What follows belongs to an exercise in optimizing a design on an open flow for small area and a short achievable clock period; a production flow would make more cautious choices. No run shown here included a check of the RTL's function; only the layout flow was run. Power is estimated from default activity; no workload was simulated.

===== design/flow/run.sh =====
#!/bin/bash
# synth_recipe.tcl (not shown) runs the flow's synth.tcl, then flattens the netlist and writes it again
# the make line also repeats each setting of config.mk as NAME=value (left out here)
make -C /OpenROAD-flow-scripts/flow DESIGN_CONFIG=/design/flow/config.mk WORK_HOME=/design/flow/orfs CLKGATE_MAP_FILE= SYNTH_SCRIPT=/design/flow/synth_recipe.tcl finish

===== design/flow/config.mk =====
export PLATFORM = sky130hd
export DESIGN_NAME = top_module
export DESIGN_NICKNAME = top_module
export VERILOG_FILES = /design/flow/design.v
export SDC_FILE = /design/flow/constraint.sdc
export NUM_CORES = 4
export LEC_CHECK = 0
export CAP_MARGIN = 20
export CORE_MARGIN = 2
export CORE_UTILIZATION = 40
export PLACE_DENSITY = 0.6
export SETUP_SLACK_MARGIN = 2.8
export SLEW_MARGIN = 20

===== design/flow/constraint.sdc =====
create_clock -name core_clock -period 5.0 [get_ports {clk}]
set_input_delay 1.0000 -clock core_clock [delete_from_list [all_inputs] [get_ports {clk}]]
set_output_delay 1.0000 -clock core_clock [all_outputs]
set_load 0.01 [all_outputs]

===== design/flow/design.v =====
`timescale 1ns / 1ps
module register_file(
    input clk,
    input rst,
    input we,
    input [4:0] wa,
    input [15:0] wd,
    input [31:0] sela,
    input [31:0] selb,
    input hita,
    input hitb,
    input [15:0] byp,
    output [15:0] rda,
    output [15:0] rdb
    );
    localparam [511:0] INIT = {
        {19{16'h0000}},
        16'h0000, 16'h765E, 16'h756F, 16'h0000, 16'h3721, 16'h856D, 16'h0000,
        16'h0040, 16'h0060, 16'h0000, 16'h0060, 16'h0040, 16'h0000 };
    reg [15:0] rf [0:31];
    wire [15:0] wd0 = wd & {16{~rst}};
    wire [15:0] wd1 = wd | {16{rst}};
    genvar i;
    generate
        for (i = 0; i < 32; i = i + 1) begin : g_reg
            localparam [15:0] IV = INIT[16*i +: 16];
            always @(posedge clk)
                if (rst || (we && wa == i))
                    rf[i] <= (wd0 & ~IV) | (wd1 & IV);
        end
    endgenerate
    reg [15:0] ora, orb;
    integer k;
    always @(*) begin
        ora = byp & {16{hita}};
        orb = byp & {16{hitb}};
        for (k = 0; k < 32; k = k + 1) begin
            ora = ora | (rf[k] & {16{sela[k]}});
            orb = orb | (rf[k] & {16{selb[k]}});
        end
    end
    assign rda = ora;
    assign rdb = orb;
endmodule
`timescale 1ns / 1ps
module top_module(
    input clk,
    input rst,
    input [31:0] instr,
    output [15:0] alu_out,
    output top_out
    );
    reg [31:0] selA1, selB1;
    reg hitA1, hitB1;
    reg [4:0] rd1;
    reg [2:0] op1;
    reg v1;
    reg [15:0] A2, B2;
    reg [4:0] rd2;
    reg [2:0] op2;
    reg v2;
    reg [15:0] R3, ps3, pc3, pd3;
    reg mul3, oth3, zmul3, v3;
    reg [4:0] rd3;
    reg [15:0] res4, res4w;
    reg z4, v4;
    reg [4:0] rd4;
    assign alu_out = res4;
    assign top_out = z4;
    wire [4:0] ra = instr[4:0];
    wire [4:0] rb = instr[9:5];
    wire hA = v3 && rd3 == ra;
    wire hB = v3 && rd3 == rb;
    wire [15:0] rda, rdb;
    register_file rf1(.clk(clk), .rst(rst), .we(v4), .wa(rd4), .wd(res4w),
                      .sela(selA1), .selb(selB1), .hita(hitA1), .hitb(hitB1),
                      .byp(res4w), .rda(rda), .rdb(rdb));
    wire [15:0] sh = (|B2[15:4]) ? 16'd0 : (A2 << B2[3:0]);
    wire [15:0] sum = A2 + B2;
    wire [15:0] x = A2 ^ B2;
    reg [15:0] r2;
    always @(*) begin
        case (op2)
            3'd2: r2 = sh;
            3'd3: r2 = x;
            default: r2 = sum;
        endcase
    end
    wire [15:0] pp [0:7];
    genvar j;
    generate
        for (j = 0; j < 8; j = j + 1) begin : g_pp
            assign pp[j] = {8'd0, A2[7:0] & {8{B2[j]}}} << j;
        end
    endgenerate
    wire [15:0] s0 = pp[0] ^ pp[1] ^ pp[2];
    wire [15:0] c0 = ((pp[0] & pp[1]) | (pp[0] & pp[2]) | (pp[1] & pp[2])) << 1;
    wire [15:0] s1 = pp[3] ^ pp[4] ^ pp[5];
    wire [15:0] c1 = ((pp[3] & pp[4]) | (pp[3] & pp[5]) | (pp[4] & pp[5])) << 1;
    wire [15:0] s2 = s0 ^ c0 ^ s1;
    wire [15:0] c2 = ((s0 & c0) | (s0 & s1) | (c0 & s1)) << 1;
    wire [15:0] s3 = c1 ^ pp[6] ^ pp[7];
    wire [15:0] c3 = ((c1 & pp[6]) | (c1 & pp[7]) | (pp[6] & pp[7])) << 1;
    wire [15:0] s4 = s2 ^ c2 ^ s3;
    wire [15:0] c4 = ((s2 & c2) | (s2 & s3) | (c2 & s3)) << 1;
    wire [15:0] t5 = ps3 ^ pc3 ^ pd3;
    wire [15:0] c5 = ((ps3 & pc3) | (ps3 & pd3) | (pc3 & pd3)) << 1;
    wire [15:0] prod = t5 + c5;
    wire [15:0] res = (prod & {16{mul3}}) | (R3 & {16{oth3}});
    wire z = mul3 ? zmul3 : (~oth3 | ~|R3);
    always @(posedge clk) begin
        if (rst) begin
            op1 <= 3'd0; v1 <= 1'b0; hitA1 <= 1'b0; hitB1 <= 1'b0;
            op2 <= 3'd0; v2 <= 1'b0;
            mul3 <= 1'b0; oth3 <= 1'b0; v3 <= 1'b0;
            res4 <= 16'd0; z4 <= 1'b0; v4 <= 1'b0;
        end else begin
            op1 <= instr[17:15]; v1 <= 1'b1;
            hitA1 <= hA; hitB1 <= hB;
            op2 <= op1; v2 <= v1;
            mul3 <= op2 == 3'd1;
            oth3 <= op2 == 3'd2 || op2 == 3'd3 || op2 == 3'd4;
            v3 <= v2;
            res4 <= res; z4 <= z; v4 <= v3;
        end
        selA1 <= (32'd1 << ra) & {32{~hA}};
        selB1 <= (32'd1 << rb) & {32{~hB}};
        rd1 <= instr[14:10];
        A2 <= rda; B2 <= rdb; rd2 <= rd1;
        R3 <= r2; ps3 <= s4; pc3 <= c4; pd3 <= c3;
        zmul3 <= ~|A2[7:0] || ~|B2[7:0]; rd3 <= rd2;
        res4w <= res; rd4 <= rd3;
    end
endmodule

==> impl_metrics.yaml, run 1 <==
logic_synthesis:
  yosys_warnings: 3
  async_flop_share_pct: 0
  synth.distinct_cells: 68
  syn_area_mm2: 0.03038
  synth-main-ff-cell: "edfxtp_1"
  synth_edf_count: 512
  syn-instance-count: 2269
  synth.avg_cell_area_um2: 13.39
  synth_nets: 2384
  synth_seq_cells: 725
  ys_seq_area_share_pct: 64.64
setup_path:
  start_kind: "flop"
  crit_fanout: 4
  required_ns: 5.53
  end_kind: "flop"
  critPathKind: "flop to flop"
  crit_arrival_ns: 3.08
power:
  intPower_mw: 11.24
  pwr-share-seq_pct: 48.0
  power_frac_comb_pct: 13.9
  switchingPower_mw: 4.219
  power.leakage_nw: 13.03
  p_total_mw: 15.46
  switching_share_pct: 27.30
  ir_drop_v: 0.0003022
  power.density_mw_per_mm2: 429.0
  p_clk_share_pct: 38.1
die:
  num_rows: 101
  pin_count: 51
  start_util_pct: 40.21
  core_area_mm2: 0.07557
  dieArea_mm2: 0.07818
  die_w_um: 279.6
  floorplan.die.height_um: 279.6
routing:
  drtPass1Iterations: 11
  final_antenna_net_count: 0
  drt-initial-drc-count: 5434
  drcViolationCount: 0
  via_per_inst: 7.253
  vias: 24620
  wl_um: 133100
  wire_per_inst_um: 39.21
global_route:
  antenna_found_initial: 3
  grt_use_total_pct: 33.51
  grt_pass1_vias: 23120
  overflow: 0
  grt_max_degree: 46
  grt_pass1_wl_um: 180500
sta:
  drv_slew: 0
  relSlewSlack_pct: 28.92
  final-setup-viol-count: 0
  hold_violations: 0
  rsz0062_at_grt: "true"
  worst_slack_ns: 2.449
  clock-skew-final_ns: 0.04180
  worst_pin_slew_ns: 1.066
  fmax_mhz: 392.0
  setup_tns_ns: 0
  finalWorstPathRequiredPeriod_ns: 2.551
  min_period_over_period_pct: 51.02
place:
  port_buffers: 36
  post_dp_cell_area_mm2: 0.03216
  dp_hpwl_um: 71270
  gp_congestion: 1.013
  pre_cts_ws_ns: 1.919
  dp_cells: 3181
cts:
  clk_path_buf_depth: 3
  cts_tree: "done"
  root_buffer: "clkbuf_16"
  cts_sinks: 725
  cts-htree-levels: 3
  path_clk_slew_ns: 0.06
  clk_latency_ns: 0.66
  cts_made_buffers: 75
  holdBufCountCts: 0
cells_and_area:
  layout_commonest_cell: "edfxtp_1"
  final_cell_mix: "512 x edfxtp_1, 225 x a22oi_1, 187 x dfxtp_1"
  drive_above_1_share_pct: 19.37
  areaGrowthSynthToFinish_pct: 18.59
  design_area_mm2: 0.03603
  nets: 2464
  stdcell_count: 3395
hold_path:
  hold_class: "flop to flop"
run:
  cap_violations: 0
run_status:
  status: "timing/DRC/antenna clean"
[critical path, cell delays in order, from the launching register on]
cell and delay, ns:
dfxtp_2 0.32, fa_1 0.57, ha_4 0.22, nor2b_4 0.14, o31ai_4 0.21, a21o_1 0.22
a211oi_2 0.10, or3_4 0.37, a32o_2 0.29
[sequential cells by signal (all words and copies together), names as in the netlist, 3 cells and up]
signal  cells
A2         16
B2         16
R3         16
op1         3
op2         3
pc3        10
pd3         8
ps3        15
rd1         5
rd2         5
rd3         5
rd4         5
res4       16
res4w      16
rf1.rf    512
selA1      32
selB1      32
[area by class of cell]
class / instances / area (um^2)
clock inverters: 42 / 420.4
inverters: 39 / 152.6
flip-flops and latches: 725 / 19700
diodes: 6 / 15.01
fillers: 6502 / 39540
repair buffers: 183 / 1673
well taps: 978 / 1224
multi-input cells: 1325 / 10680
clock buffers: 97 / 2168
[path summary, 6_finish.rpt]
check / slack [ns] / startpoint / to / cells past startpoint
max: 2.45 / ps3[7] / res4w[15] / 8
min: 0.33 / rd1[4] / rd2[4] / 0
max reg2reg: 2.45 / ps3[7] / res4w[15] / 8
min reg2reg: 0.33 / rd1[4] / rd2[4] / 0
[routing by layer]
layer  track usage, %  share of wire, %
met5           0.3752                 0
met4            21.39               8.9
met3            16.47                17
met2            48.06                41
met1            39.96                33
[cells in the mapped netlist, drive strengths merged, types with 8 or more instances]
library cell	number	area, um^2
nor2	89	334.1
fa	40	800.8
edfxtp	512	15370
buf	14	75.07
clkbuf	166	623.1
a211oi	8	65.06
nor2b	39	251.5
a22oi	225	1689
a222oi	32	320.3
a21oi	28	140.1
a221oi	129	1130
nand4	72	450.4
nor3	56	280.3
mux4	10	225.2
nand2	106	397.9
or2	18	112.6
and2	65	406.6
o21ai	45	225.2
nand2b	15	93.84
inv	39	146.4
ha	41	513.0
nand3	46	230.2
nor4	12	75.07
xnor2	9	78.83
dfxtp	213	4264
a22o	137	1200
mux2i	12	120.1
[per-stage QoR]
| step | hold WS [ns] | util (%) |
|---|---|---|
| 3_5_place_dp | 0.3121 | 42.56 |
| 6_report | 0.3256 | 47.68 |
| 3_3_place_gp | 0.3110 | 42.56 |
| 2_1_floorplan | 0.3096 | - |
| 5_1_grt | 0.3366 | 47.66 |
| 4_1_cts | 0.3262 | 47.19 |
[cells by family (layout without fill, tap and decap cells)]
family | Yosys count | after routing | synth area share, %
adder cells (fa/ha/maj) | 81 | 81 | 4.324
other | 0 | 6 | 0
flip-flops | 725 | 725 | 64.64
AND/OR/NAND/NOR | 542 | 542 | 9.286
multiplexers | 25 | 25 | 1.248
XOR/XNOR | 15 | 15 | 0.4324
buffers and inverters | 219 | 361 | 2.780
AO/OA/AOI/OAI | 662 | 662 | 17.30
[power groups by stage]
stage                     Sequential [mW]  Clock (mW)  Combinational, mW
final                                7.42        5.88               2.15
after global routing                 7.45        6.13               2.25
after CTS                            7.39        5.90               1.94
after detailed placement             7.54           0               1.68
after global placement               7.53           0               1.66
after floorplan                      7.28           0               1.16
[what timing repair did]
| action | in CTS | in global routing |
|---|---|---|
| pin swaps | 36 | 31 |
| setup buffers | 52 | 15 |
| endpoints found under the setup margin | 456 | 369 |
| gates cloned | 2 | 0 |
| resized for setup | 134 | 69 |
==> run 2, diff against run 1 <==
--- a/design/flow/config.mk
+++ b/design/flow/config.mk
@@ -11,3 +11,3 @@
 export PLACE_DENSITY = 0.6
-export SETUP_SLACK_MARGIN = 2.8
+export SETUP_SLACK_MARGIN = 2.3
 export SLEW_MARGIN = 20
==> run 2 against run 1 <==
  * Sequential power increased by 0.8%
  * Combinational power decreased by about 20%
  * Cell area decreased by 3.5%
  * Non-clock buffer count decreased by 44
  * Critical path type unchanged
  * Still clean
  * Clock skew decreased by 0.0073 ns
  * Largest power group unchanged
  * Critical endpoint unchanged
  * Total power decreased by 2.9%
  * Sequential cell count unchanged
==> impl_metrics.yaml, run 2 <==
sta:
  setup_tns_ns: 0
  hold_ws_ns: 0.3239
  clock-skew-final_ns: 0.03452
  fmax_mhz: 378.0
  final-setup-viol-count: 0
  hold_violations: 0
  relSlewSlack_pct: 27.84
  min_period_over_period_pct: 52.91
  finalWorstPathRequiredPeriod_ns: 2.645
  rsz0062_at_grt: "true"
  drv_slew: 0
  worst_pin_slew_ns: 1.082
run_status:
  status: "timing/DRC/antenna clean"
global_route:
  antenna_found_initial: 6
  grt_use_total_pct: 33.55
  grt_pass1_vias: 22800
  overflow: 0
  grt_max_degree: 46
  grt_pass1_wl_um: 180400
routing:
  drt-initial-drc-count: 4399
  drtPass1Iterations: 9
  wl_um: 133800
  drcViolationCount: 0
  final_antenna_net_count: 0
  vias: 24130
  wire_per_inst_um: 39.94
  via_per_inst: 7.204
cts:
  clk_latency_ns: 0.64
  cts_sinks: 725
  cts_made_buffers: 76
  clk_path_buf_depth: 3
  root_buffer: "clkbuf_16"
  cts-htree-levels: 3
  cts_tree: "done"
  path_clk_slew_ns: 0.06
place:
  gp_congestion: 0.9532
  dp_hpwl_um: 75700
  port_buffers: 36
setup_path:
  crit_arrival_ns: 3.14
  rr_endpoint: "res4w[15]"
  crit_fanout: 4
  slowest_stage: "fa_1"
  crit_buf_inv: 0
  end_kind: "flop"
  start_kind: "flop"
  crit_family: "compound AO/OA/AOI/OAI gates"
  worst-path-stages: 8
  required_ns: 5.50
  crit_chain: "fa_1, ha_4, nor2b_2, o31ai_2, a21o_1, a211oi_2, or3_4, a32o_1"
  regToRegSetupSlack_ns: 2.35
  startpoint: "ps3[7]"
  critPathKind: "flop to flop"
  critPathMaxStageDelay_ns: 0.59
  r2r_cells: 8
  r2r_start: "ps3[7]"
logic_synthesis:
  synth.distinct_cells: 68
  async_flop_share_pct: 0
  synth_common_cells: "512 x edfxtp_1, 225 x a22oi_1, 213 x dfxtp_1, 166 x clkbuf_1, 137 x a22o_1"
  ys_seq_area_share_pct: 64.64
  synth_most_common_cell: "edfxtp_1"
  syn-instance-count: 2269
  synth-main-ff-cell: "edfxtp_1"
  synth_edf_count: 512
  synth_largest_area_cell: "edfxtp_1"
  syn_area_mm2: 0.03038
  yosys.area.top_type_share_pct: 50.60
  synth_nets: 2384
  yosys_warnings: 3
  synth.avg_cell_area_um2: 13.39
  synthTopCellsByArea: "edfxtp_1 51%, dfxtp_1 14%, a22oi_1 5.6%, a22o_1 3.9%, a221oi_1 3.7%"
  synth_seq_cells: 725
cells_and_area:
  seqCellArea_mm2: 0.01969
  areaGrowthSynthToFinish_pct: 14.38
  multi_input_area_mm2: 0.01001
  layout_commonest_cell: "edfxtp_1"
  top_register: "rf1.rf"
  final_cell_mix: "512 x edfxtp_1, 225 x a22oi_1, 173 x dfxtp_1"
  drive_above_1_share_pct: 13.81
  fill_cells: 6667
  largest_reg_flops: 512
  top_regs: "rf1.rf: 512 flops, selA1: 32 flops, selB1: 32 flops"
  nets: 2421
die:
  num_rows: 101
  dieArea_mm2: 0.07818
  core_area_mm2: 0.07557
  start_util_pct: 40.21
  floorplan.die.height_um: 279.6
  die_w_um: 279.6
  pin_count: 51
power:
  intPower_mw: 10.94
  p_clk_share_pct: 38.7
  power.density_mw_per_mm2: 432.1
  ir_drop_v: 0.0002230
  switchingPower_mw: 4.074
  pwr-share-seq_pct: 49.8
  power.leakage_nw: 12.57
  switching_share_pct: 27.13
  power_frac_comb_pct: 11.4
hold_path:
  hold_class: "flop to flop"
  min_to: "rd2[2]"
  hold_depth: 0
  hold_start: "rd1[2]"
run:
  cap_violations: 0
-- run 2: cell types whose count changed in the layout (fill, tap and decap cells not counted), moves of 14 or more --
cell	change
dfxtp_1	-14
buf_12	-14
nor2b_4	-14
clkdlybuf4s50_1	+21
nand2_1	+18
nand2_4	-14
buf_4	-21
dfxtp_2	+26
o21ai_4	-15
-- run 2: power by group through the flow --
stage               clock [mW]  sequential (mW)  combinational (mW)
floorplan                    0             7.29                1.10
global placement             0             7.57                1.61
detailed placement           0             7.57                1.62
CTS                       5.83             7.45                1.64
global route              6.06             7.50                1.84
finish                    5.82             7.48                1.72
-- run 2: what timing repair did --
item                                    4_1_cts  5_1_grt
hold buffers                                  0        0
buffers inserted                              2        5
gates cloned                                  0        0
resized for setup                             8       13
endpoints found under the setup margin       17       15
hold endpoints to repair                      0        0
pin swaps                                     2        4
-- run 2: layer usage --
metal / up-vias / routed length (um) / track usage [%]
met1: 11730 / 46000 / 41.03
met2: 2498 / 54440 / 47.74
met4: 8 / 10880 / 20.58
met3: 755 / 22320 / 15.95
li1: 9138 / - / -
met5: - / 126 / 0.3127
-- run 2: cell families after synthesis --
kind of cell	Yosys count	synth area share, %
AND/OR/NAND/NOR	542	9.286
flip-flops	725	64.64
adder cells (fa/ha/maj)	81	4.324
AO/OA/AOI/OAI	662	17.30
buffers and inverters	219	2.780
multiplexers	25	1.248
XOR/XNOR	15	0.4324
-- run 2: how the worst max path moves through the flow --
stage | endpoint | slack (ns)
floorplan | rf1.rf[12][0] | 2.22
global placement | selB1[12] | 2.08
detailed placement | selB1[12] | 2.07
CTS | res4w[15] | 2.31
global route | res4w[15] | 2.26
finish | res4w[15] | 2.35
-- run 2: worst register-to-register path: stages, from the launching register on --
cell      delay (ns)
dfxtp_1         0.32
fa_1            0.59
ha_4            0.23
nor2b_2         0.16
o31ai_2         0.24
a21o_1          0.22
a211oi_2        0.10
or3_4           0.36
a32o_1          0.32
-- run 2: area by class of cell --
| type | instances | area share, % |
|---|---|---|
| clock buffers | 93 | 5.984 |
| clock inverters | 47 | 1.328 |
| flip-flops and latches | 725 | 56.66 |
| well taps | 978 | 3.521 |
| inverters | 39 | 0.4212 |
| multi-input cells | 1325 | 28.79 |
| diodes | 3 | 0.02160 |
| repair buffers | 139 | 3.269 |
-- run 2: stage by stage --
stage	total power [mW]	setup slack [ns]	util [%]	cells	cell area (um^2)
floorplan	8.391	2.220	-	2269	30380
global placement	9.183	2.078	42.46	3199	32090
detailed placement	9.196	2.068	42.46	3199	32090
CTS	14.92	2.308	45.86	3341	34660
global route	15.41	2.261	45.98	3346	34750
finish	15.02	2.355	45.99	3349	34750

[separate check: timing with driven ports]
Ports are ideal in the flow. The routed layouts listed here were re-timed in OpenROAD.
Step 1, drivers: a clkbuf_16 drives clk and a buf_2 each remaining input, both assumed.
Step 2 adds t to the input delays and takes it off the output delays; t is the mean of the earliest and latest rising clock arrival at the registers after step 1. Input paths then give back, and output paths get back, about the clock's delay inside the block.
Slacks: no drivers / after step 1 / after step 2; pairs: no drivers / after step 1.
| run | shift t [ns] | slack for setup (ns) | clock arrival spread, ns |
|---|---|---|---|
| run 1 | 0.704 | 2.449 / 2.449 / 2.129 | 0.042 / 0.043 |
| run 2 | 0.694 | 2.355 / 2.355 / 1.996 | 0.037 / 0.037 |
After both steps every run listed still meets setup and hold. The setup slack of run 2, which loses most, moves by 0.000 ns with the drivers and by -0.359 ns with both steps.
